Context: an optimization exercise on an open-source flow, tuned for small area, a short achievable clock period and few clock cycles. The choices shown serve that exercise and are no tape-out recipe. The RTL was checked by simulation tests, not by an equivalence proof against the original design. No activity file was given, so power comes from the tool's default toggle rates.

==> run a: inputs <==
## mycpu_top
module mycpu_top (
    input            clk,
    input            resetn,
    input  [5:0]     ext_int,
    output           inst_sram_en,
    output  [3:0]    inst_sram_wen,
    output  [31:0]   inst_sram_addr,
    output  [31:0]   inst_sram_wdata,
    input   [31:0]   inst_sram_rdata,
    output           data_sram_en,
    output  [3:0]    data_sram_wen,
    output  [31:0]   data_sram_addr,
    output  [31:0]   data_sram_wdata,
    input   [31:0]   data_sram_rdata,
    output  [31:0]   debug_wb_pc,
    output  [3:0]    debug_wb_rf_wen,
    output  [4:0]    debug_wb_rf_wnum,
    output  [31:0]   debug_wb_rf_wdata
);
localparam A_ADD = 4'd0, A_SUB = 4'd1, A_SLT = 4'd2, A_SLTU = 4'd3,
           A_AND = 4'd4, A_OR  = 4'd5, A_XOR = 4'd6, A_NOR  = 4'd7,
           A_SLL = 4'd8, A_SRL = 4'd9, A_SRA = 4'd10,
           A_HI  = 4'd11, A_LO = 4'd12, A_CP0 = 4'd13;
reg rstn;
always @(posedge clk) rstn <= resetn;
reg  [29:0] pc_f;        
reg  [29:0] pc_prev;     
reg         fv;          
reg         held;        
reg         acc_a;       
  ...
export LEC_CHECK = 0
export ABC_AREA = 1
export CAP_MARGIN = 20
export CORE_MARGIN = 2
export CORE_UTILIZATION = 40
export CTS_CLUSTER_DIAMETER = 70
export CTS_CLUSTER_SIZE = 25
export PLACE_DENSITY = 0.5
export SLEW_MARGIN = 20
create_clock -name core_clock -period 25.0 [get_ports {clk}]
standard.sh (not shown) runs the stock make flow with config.mk's settings and CLKGATE_MAP_FILE= SYNTH_SCRIPT=/design/flow/synth_recipe.tcl, a recipe that flattens the netlist after the stock synthesis.
==> flow/flow/run.sh <==
#!/bin/bash
# Own layout flow: the standard ORFS flow (standard.sh, unchanged scripts,
# standard synthesis), with the timing repair steps asked to keep every path
# 19 ns inside the 25 ns clock so that they shorten the critical paths.
# The clock, the SDC and the I/O constraints are the standard flow's, unchanged.
# make's full output goes to orfs_flow.log; ORFS keeps each step's log under
# orfs/logs/.
set -uo pipefail
bash standard.sh SETUP_SLACK_MARGIN=19 TNS_END_PERCENT=100 finish > orfs_flow.log 2>&1
status=$?
exit $status
==> inputs of run b, as changes to run a <==
--- a/flow/design.v
+++ b/flow/design.v
@@ -76,29 +76,21 @@
     end
 endfunction
 wire [85:0] m_l1a = csa(m_rows[0], m_rows[1], m_rows[2]);
 wire [85:0] m_l1b = csa(m_rows[3], m_ac, m_x);
 wire [85:0] m_l2  = csa(m_l1a[42:0], m_l1a[85:43], m_l1b[42:0]);
 wire [85:0] m_l3  = csa(m_l2[42:0], m_l2[85:43], m_l1b[85:43]);
-function [42:0] ks43;
-    input [42:0] x, y;
-    reg   [42:0] g, p;
-    integer i, d;
-    begin
-        g = x & y;
-        p = x ^ y;
-        for (d = 1; d < 43; d = d * 2)
-            for (i = 42; i >= 1; i = i - 1)
-                if (i >= d) begin
-                    g[i] = g[i] | (p[i] & g[i-d]);
-                    p[i] = p[i] & p[i-d];
-                end
-        ks43 = (x ^ y) ^ {g[41:0], 1'b0};
-    end
-endfunction
-wire [42:0] m_sum = ks43(m_l3[42:0], m_l3[85:43]);
+wire [42:0] m_ps  = m_l3[42:0];
+wire [42:0] m_pc  = m_l3[85:43];
+wire [8:0]  m_s0  = {1'b0, m_ps[7:0]} + {1'b0, m_pc[7:0]};
+wire [16:0] m_s1a = {1'b0, m_ps[23:8]} + {1'b0, m_pc[23:8]};
+wire [16:0] m_s1b = {1'b0, m_ps[23:8]} + {1'b0, m_pc[23:8]} + 17'd1;
+wire [16:0] m_s1  = m_s0[8] ? m_s1b : m_s1a;
+wire [18:0] m_s2a = m_ps[42:24] + m_pc[42:24];
+wire [18:0] m_s2b = m_ps[42:24] + m_pc[42:24] + 19'd1;
+wire [42:0] m_sum = {m_s1[16] ? m_s2b : m_s2a, m_s1[15:0], m_s0[7:0]};
 wire        sA   = sgn & a[31];
 wire        sB   = sgn & b[31];
 wire [31:0] a1   = a ^ {32{sA}};
 wire [31:0] b1   = b ^ {32{sB}};
 wire [31:0] absA = a1 + {31'd0, sA};
 wire [7:0] n_raw = {2'b00, la} + {7'd0, sA} + 8'd1 - {2'b00, lb};
@@ -111,21 +103,20 @@
 assign busy = (st != IDLE);
 assign fin  = ((st == MUL) && (cnt == 6'd1)) ||
               ((st == DIV) && (cnt == 6'd1) && !(qneg | rneg)) ||
               (st == FIX);
 wire [31:0] d_hi = fits ? dsum[31:0] : trial[31:0];
 wire [31:0] d_lo = {lo[30:0], fits};
-wire        m_sel = first_mul | (st == MUL);
-wire [31:0] hi_o  = first_div ? ((n != 6'd0) ? sh[63:32] : a) :
-                    (st == DIV) ? d_hi :
-                    (st == FIX) ? (~hi + 32'd1) : wdata;
-wire [31:0] lo_o  = first_div ? ((n != 6'd0) ? sh[31:0] : 32'd0) :
-                    (st == DIV) ? d_lo :
-                    (st == FIX) ? (~lo + 32'd1) : wdata;
-wire [31:0] hi_n  = m_sel ? m_sum[39:8] : hi_o;
-wire [31:0] lo_n  = m_sel ? {m_sum[7:0], m_lsrc[31:8]} : lo_o;
+wire [31:0] hi_n = (first_mul | (st == MUL)) ? m_sum[39:8] :
+                   first_div ? ((n != 6'd0) ? sh[63:32] : a) :
+                   (st == DIV) ? d_hi :
+                   (st == FIX) ? (~hi + 32'd1) : wdata;
+wire [31:0] lo_n = (first_mul | (st == MUL)) ? {m_sum[7:0], m_lsrc[31:8]} :
+                   first_div ? ((n != 6'd0) ? sh[31:0] : 32'd0) :
+                   (st == DIV) ? d_lo :
+                   (st == FIX) ? (~lo + 32'd1) : wdata;
 wire        hi_en = start_mul | start_div | (st == MUL) | (st == DIV) | ((st == FIX) & rneg) | wr_hi;
 wire        lo_en = start_mul | start_div | (st == MUL) | (st == DIV) | ((st == FIX) & qneg) | wr_lo;
 always @(posedge clk) begin
     if (hi_en) hi <= hi_n;
     if (lo_en) lo <= lo_n;
     if (first_mul | (st == MUL))
==> flow/flow/run.sh (replaced) <==
#!/bin/bash
# Own layout flow: the standard ORFS flow (standard.sh, unchanged scripts,
# standard synthesis), with the timing repair steps asked to keep every path
# 18.5 ns inside the 25 ns clock so that they shorten the critical paths.
# The clock, the SDC and the I/O constraints are the standard flow's, unchanged.
# make's full output goes to orfs_flow.log; ORFS keeps each step's log under
# orfs/logs/.
set -uo pipefail
bash standard.sh SETUP_SLACK_MARGIN=18.5 TNS_END_PERCENT=100 finish > orfs_flow.log 2>&1
status=$?
exit $status
ABC_AREA = unset   (was 1)
CORE_UTILIZATION = 45   (was 40)
PLACE_DENSITY = unset   (was 0.5)
==> comparison table <==
item	run a	run b
Status	no timing/DRC/antenna violations	no timing/DRC/antenna violations
Met3 Usage GRT	0.0932	0.157
Total Die Area	288000 µm²	255000 µm²
Largest stage delay, worst path	450 ps	770 ps
Power per cell area	82.4 nW/µm²	83.7 nW/µm²
Met3 wire len	70100 µm	83100 µm
Detailed-route wire length per cell	32.9 µm	43.3 µm
Vias after detailed routing	115k	101k
Required time at the endpoint of the critical path	20000 ps	25590 ps
Utilization of the core after routing	0.488	0.546
Multi-input gate area	58500 µm²	62700 µm²
Area Growth Syn to Fin	21.1%	20.4%
Count of filler cells inserted in the layout	27.2k	21.0k
Count of inverters not on the clock network in the layout	1573	439
Total non-filler cell area in the finished layout	138000 µm²	136000 µm²
Number of antenna violations at the first check in global routing	70	102
Crit Reg-Reg Endpoint	u_mdu.hi[31]$_DFFE_PP_	u_mdu.hi[19]$_DFFE_PN_
Number of buffers inserted to repair setup after CTS	329	351
Internal Power	0.00651 W	0.00661 W
Half-perimeter wire length after detailed placement	397000 µm	420000 µm
Worst reg-to-reg setup slack	18670 ps	17640 ps
Startpoint of the lowest-slack register-to-register path	u_mdu.bd_two[0]$_DFFE_PP_	u_mdu.dreg[6]$_DFFE_PP_
Testbench counts of run a, summed over its fixed seeds: cycles 32,638.
Testbench counts of run b, summed over its fixed seeds: cycles 32,638.

* * *

==> v32 <==
Another version of the RTL of mycpu_top (not shown whole).
export LEC_CHECK = 0
export ABC_AREA = 1
export CAP_MARGIN = 20
export CORE_MARGIN = 2
export CORE_UTILIZATION = 40
export CTS_CLUSTER_DIAMETER = 70
export CTS_CLUSTER_SIZE = 25
export SLEW_MARGIN = 20
create_clock -name core_clock -period 25.0 [get_ports {clk}]
==> flow/flow/run.sh <==
#!/bin/bash
# Own layout flow: the standard ORFS flow (standard.sh, unchanged scripts,
# standard synthesis), with the timing repair steps asked to keep every path
# 19 ns inside the 25 ns clock so that they shorten the critical paths.
# The clock, the SDC and the I/O constraints are the standard flow's, unchanged.
# make's full output goes to orfs_flow.log; ORFS keeps each step's log under
# orfs/logs/.
set -uo pipefail
bash standard.sh SETUP_SLACK_MARGIN=19 TNS_END_PERCENT=100 finish > orfs_flow.log 2>&1
status=$?
exit $status
==> v18 (differences from v32) <==
--- a/flow/design.v
+++ b/flow/design.v
@@ -211,16 +211,14 @@
 reg  [29:0] pc_e;
 reg  [31:0] e_a, e_b;
 reg         e_lateA, e_lateB;
 reg  [3:0]  e_op;
 reg         e_we;
 reg  [4:0]  e_rd;
 reg         e_ovf;
-reg         e_ost;      
-reg         e_mf0;      
 reg         e_exc;
 reg  [4:0]  e_code;
 reg         e_eret;
 reg         e_load;
 reg  [2:0]  e_lt;        
 reg         e_mul, e_div, e_sgn;
 reg  [5:0]  e_la, e_lb;    
@@ -237,15 +235,14 @@
 reg  [31:0] m_res;
 reg         m_we;
 reg  [4:0]  m_rd;
 reg         m_load;
 reg  [2:0]  m_lt;
 reg  [1:0]  m_off;
 reg         m_exc;
-reg         m_exx;      
 reg         m_eret;
 reg         w_we;
 reg  [29:0] pc_w;
 reg  [31:0] w_val;
 reg  [4:0]  w_rd;
 reg  [31:0] rf [1:31];
 reg  [7:0]  c_im;
@@ -257,15 +254,15 @@
 reg  [31:0] c_epc;
 reg  [31:0] c_bad;
 wire [31:0] w_res  = w_val;
 wire [15:0] m_half = m_off[1] ? data_sram_rdata[31:16] : data_sram_rdata[15:0];
 wire [7:0]  m_byte = m_off[0] ? m_half[15:8] : m_half[7:0];
 wire [31:0] m_ld   = m_lt[2] ? {{24{m_lt[0] & m_byte[7]}}, m_byte} :
                      m_lt[1] ? {{16{m_lt[0] & m_half[15]}}, m_half} : data_sram_rdata;
-wire        m_flush = m_v & m_exc;                
+wire        m_flush = m_v & m_exc;
 wire [29:0] m_tgt   = m_eret ? c_epc[31:2] : 30'h2FF000E0;    
 wire [31:0] ea = e_lateA ? w_val : e_a;
 wire [31:0] eb = e_lateB ? w_val : e_b;
 wire        e_sub  = (e_op == A_SUB) | (e_op == A_SLT) | (e_op == A_SLTU);
 wire [32:0] e_sum  = {1'b0, ea} + {1'b0, eb ^ {32{e_sub}}} + {32'd0, e_sub};
 wire        e_lt_s = (ea[31] ^ eb[31]) ? ea[31] : e_sum[31];
 wire        e_lt_u = ~e_sum[32];
@@ -326,16 +323,14 @@
     .start_mul(e_mul & ~m_flush), .start_div(e_div & ~m_flush), .sgn(e_sgn),
     .a(e_a), .b(e_b), .la(e_la), .lb(e_lb),
     .ld_mcand(d_go & (f_mult | f_multu) & d_valid), .mcand({f_mult & fw_s[31], fw_s}),
     .bd_in(bdec({fw_t[7:0], 1'b0})),
     .wr_hi(e_live & e_mthi), .wr_lo(e_live & e_mtlo), .wdata(e_sum[31:0]),
     .hi(hi), .lo(lo), .busy(mdu_busy), .fin(mdu_fin)
 );
-reg  [1:0]  wst;       
-wire        wact   = (wst != 2'd0);
 wire [5:0]  op = ir[31:26];
 wire [4:0]  rs = ir[25:21];
 wire [4:0]  rt = ir[20:16];
 wire [4:0]  rdf = ir[15:11];
 wire [5:0]  fn = ir[5:0];
 wire [15:0] imm = ir[15:0];
 wire o_r    = op == 6'h00;
@@ -448,15 +443,15 @@
             (use_rs_b | use_rs_a | d_muldiv) & late_s |
             use_rs_a & e_hit_s;
 wire hz_t = (use_rt_e | use_rt_b) & e_hit_t & e_load |
             (use_rt_b | d_muldiv) & late_t;
 wire d_hilo = f_mfhi | f_mflo | f_mthi | f_mtlo | d_muldiv;
 wire hz_md  = d_hilo & (e_mul | e_div | (mdu_busy & ~mdu_fin));
 wire stall_d = d_v & (hz_s | hz_t | hz_md);
-wire d_go    = d_v & ~stall_d & ~m_flush & ~wact;     
+wire d_go    = d_v & ~stall_d & ~m_flush;     
 wire [29:0] pc_d1 = pc_d + 30'd1;
 wire [29:0] pc_d2 = pc_d + 30'd2;
 wire [29:0] br_tgt = pc_d1 + {{14{imm[15]}}, imm};
 wire        eq    = (fw_s == fw_t);
 wire        ltz   = fw_s[31];
 wire        eqz   = (fw_s == 32'd0);
 wire        taken = (o_beq & eq) | (o_bne & ~eq) | (o_blez & (ltz | eqz)) |
@@ -510,44 +505,28 @@
                   (o_andi | o_ori | o_xori) ? {16'd0, imm} :
                   i_alu ? {{16{imm[15]}}, imm} : fw_t;
 wire d_lateA = late_s & ~r_shi & ~o_lui & ~d_link;
 wire d_lateB = late_t & ~d_link & ~o_lui & ~i_alu;
 wire [1:0] d_cp0r = (rdf == 5'd8) ? 2'd0 : (rdf == 5'd12) ? 2'd1 : (rdf == 5'd13) ? 2'd2 : 2'd3;
 wire       d_cp0z = ~(((rdf == 5'd8) | (rdf == 5'd12) | (rdf == 5'd13) | (rdf == 5'd14)) &
                       (ir[2:0] == 3'd0));
-wire        w_cons = wact & d_v;
-wire        w_i1ok = c_mfc0 & (rt != 5'd0) & ~ostall;
-wire        w_hit  = ((wst == 2'd3) & cb & oim) | ((wst == 2'd2) & cb & ostall);
-wire        w_fire = w_cons & (((wst == 2'd1) & ~w_i1ok) | ((wst == 2'd2) & ostall) | (wst == 2'd3));
-wire        e_i1ok = e_mf0 & ~e_ost;
-wire        w_enter = m_flush & m_exx & ~(e_v & ~e_i1ok);
-wire        fe_go  = (m_flush & ~w_enter) | w_fire;    
-wire [29:0] fe_tgt = ~w_fire ? m_tgt : w_hit ? pc_d1 : 30'h2FF000E0;
-always @(posedge clk) begin
-    if (!rstn | fe_go)
-        wst <= 2'd0;
-    else if (w_enter)
-        wst <= (e_v & e_i1ok) ? 2'd2 : 2'd1;
-    else if (w_cons)
-        wst <= wst + 2'd1;
-end
-wire d_take   = ~d_v | d_go | w_cons;             
+wire d_take   = ~d_v | ~stall_d;                  
 wire arr_take = fv & (d_take | ~ib_v);            
 wire acc_now  = acc_a | (held & arr_take);
 wire ds_have  = ib_v | fv;                        
 always @(posedge clk) begin
     if (!rstn) begin
         pc_f  <= 30'h2FF00000;                    
         fv    <= 1'b0;
         held  <= 1'b0;
         acc_a <= 1'b0;
         ib_v  <= 1'b0;
         d_v   <= 1'b0;
-    end else if (fe_go | fl) begin
-        pc_f  <= fe_go ? fe_tgt : fl_tgt;
+    end else if (m_flush | fl) begin
+        pc_f  <= m_flush ? m_tgt : fl_tgt;
         fv    <= 1'b0;
         held  <= 1'b0;
         acc_a <= 1'b0;
         ib_v  <= 1'b0;
         d_v   <= 1'b0;
     end else begin
         if (d_take) begin
@@ -569,15 +548,15 @@
             ib_v  <= fv;
         end
         if (redir) begin
             pc_f  <= d_tgt;
             held  <= 1'b0;
             acc_a <= 1'b0;
             fv    <= ~ds_have;
-        end else if (d_v & ~d_take) begin
+        end else if (stall_d) begin
             held  <= 1'b1;
             acc_a <= acc_now;
             fv    <= ~acc_now;
         end else begin
             pc_f  <= pc_f + 30'd1;
             held  <= 1'b0;
             acc_a <= 1'b0;
@@ -586,20 +565,20 @@
     end
     pc_prev <= pc_f;
 end
 wire [1:0] d_kind = (d_ld & (rt != 5'd0)) ? 2'd1 :
                     (c_mfc0 & (rt != 5'd0)) ? 2'd2 :
                     ((o_jal | (o_rim & rt[4] & rim_ok) | f_jalr) & (d_dst != 5'd0)) ? 2'd3 : 2'd0;
 always @(posedge clk) begin
-    if (!rstn | fe_go) begin
+    if (!rstn | m_flush) begin
         sh1_k   <= 2'd0;
         sh2_k   <= 2'd0;
         ds_pend <= 1'b0;
         def_v   <= 1'b0;
-    end else if (d_go | w_cons) begin
+    end else if (d_go) begin
         if (cbim) begin
             sh1_k  <= 2'd0;
             sh2_k  <= d_kind;
             sh2_rd <= d_dst;
         end else begin
             sh1_k  <= d_kind;
             sh1_rd <= d_dst;
@@ -646,16 +625,14 @@
     e_b     <= d_b;
     e_lateA <= d_lateA;
     e_lateB <= d_lateB;
     e_op    <= d_op;
     e_we    <= d_wr & ~d_exc & ~d_eret;
     e_rd    <= d_dst;
     e_ovf   <= f_add | f_sub | o_addi;
-    e_ost   <= ostall;
-    e_mf0   <= c_mfc0 & (rt != 5'd0);
     e_exc   <= d_exc;
     e_code  <= d_code;
     e_eret  <= d_eret;
     e_load  <= d_ld;
     e_lt    <= {o_lb | o_lbu, o_lh | o_lhu, o_lb | o_lh};
     e_mul   <= d_go & (f_mult | f_multu) & d_valid;
     e_div   <= d_go & (f_div | f_divu) & d_valid;
@@ -681,15 +658,14 @@
     m_res  <= e_res;
     m_we   <= e_we & ~e_excnow;
     m_rd   <= e_rd;
     m_load <= e_load;
     m_lt   <= e_lt;
     m_off  <= dm_addr[1:0];
     m_exc  <= e_excnow | e_eret;
-    m_exx  <= e_excnow & (~e_exc | (e_code == 5'h04) | (e_code == 5'h05));
     m_eret <= e_eret;
 end
 always @(posedge clk) begin
     if (!rstn) begin
         c_im   <= 8'd0;
         c_exl  <= 1'b0;
         c_ie   <= 1'b0;
==> metrics.log <==
[metrics] Routed met3 length: a little over 70000 µm
[metrics] delay of the slowest cell on the worst path: 0.49 ns
[metrics] first-pass GRT wire length: roughly 800000 µm
[metrics] Multi-input gate area: 58700 µm²
[metrics] Synth top cells by count: o21ai_0 (2380), nand2_1 (2164), inv_1 (1521)
[metrics] Antenna Cells: 33
[metrics] run status: complete, no violations
[metrics] number of clock-tree buffers in the layout: 155
[metrics] # placed instances: between 15000 and 20000
# the run above: v32

==> metrics.log <==
[metrics] run status: complete, no violations
[metrics] number of global-route vias before repair: a little over 100k
[metrics] number of clock-tree buffers in the layout: 150
[metrics] delay of the slowest cell on the worst path: around 0.40 ns
[metrics] Routed met3 length: 76400 µm
[metrics] first-pass GRT wire length: 770000 µm
[metrics] number of cells produced by synthesis: approximately 14000
[metrics] origin of the worst setup path: w_val[12]$_DFF_P_
[metrics] Antenna Cells: 38
[metrics] quantity of hold-fixing buffers added after cts: 0
[metrics] Multi-input gate area: between 50000 and 60000 µm²
[metrics] Synth top cells by count: o21ai_0 (2385), nand2_1 (2150), inv_1 (1496)
# the run above: v18

Testbench counts of v32, summed over its fixed seeds: cycles 32,638.
Testbench counts of v18, summed over its fixed seeds: cycles 32,638.

static timing again, ports no longer ideal:
In the flow no input, the clock included, has a driving cell. The finished layouts below were timed again as built, in two steps.
Step 1 sets driving cells, clkbuf_16 on the clock port and buf_2 on the other inputs (assumed; they add their load-dependent delay and slew).
Step 2 times the ports against the registers' clock, not the clock port: input delays grow and output delays shrink by t, the midpoint of the rising clock arrivals with the driver on.
a / b / c = ideal / step 1 / step 2; a / b = the first two.
run	t (ns)	setup WS [ns]	hold WS [ns]	worst register clock-pin slew, ns
run a	0.970	18.389 / 18.279 / 18.115	0.314 / 0.314 / 0.314	0.10 / 0.10
run b	0.958	17.643 / 17.643 / 17.630	0.321 / 0.321 / 0.321	0.10 / 0.10
v32	0.942	18.454 / 18.353 / 18.127	0.325 / 0.325 / 0.325	0.10 / 0.10
v18	0.951	18.464 / 18.358 / 18.139	0.330 / 0.330 / 0.330	0.10 / 0.10
After both steps every run listed still meets setup and hold. The setup slack of v32, which loses most, moves by -0.101 ns with the drivers and by -0.327 ns with both steps.
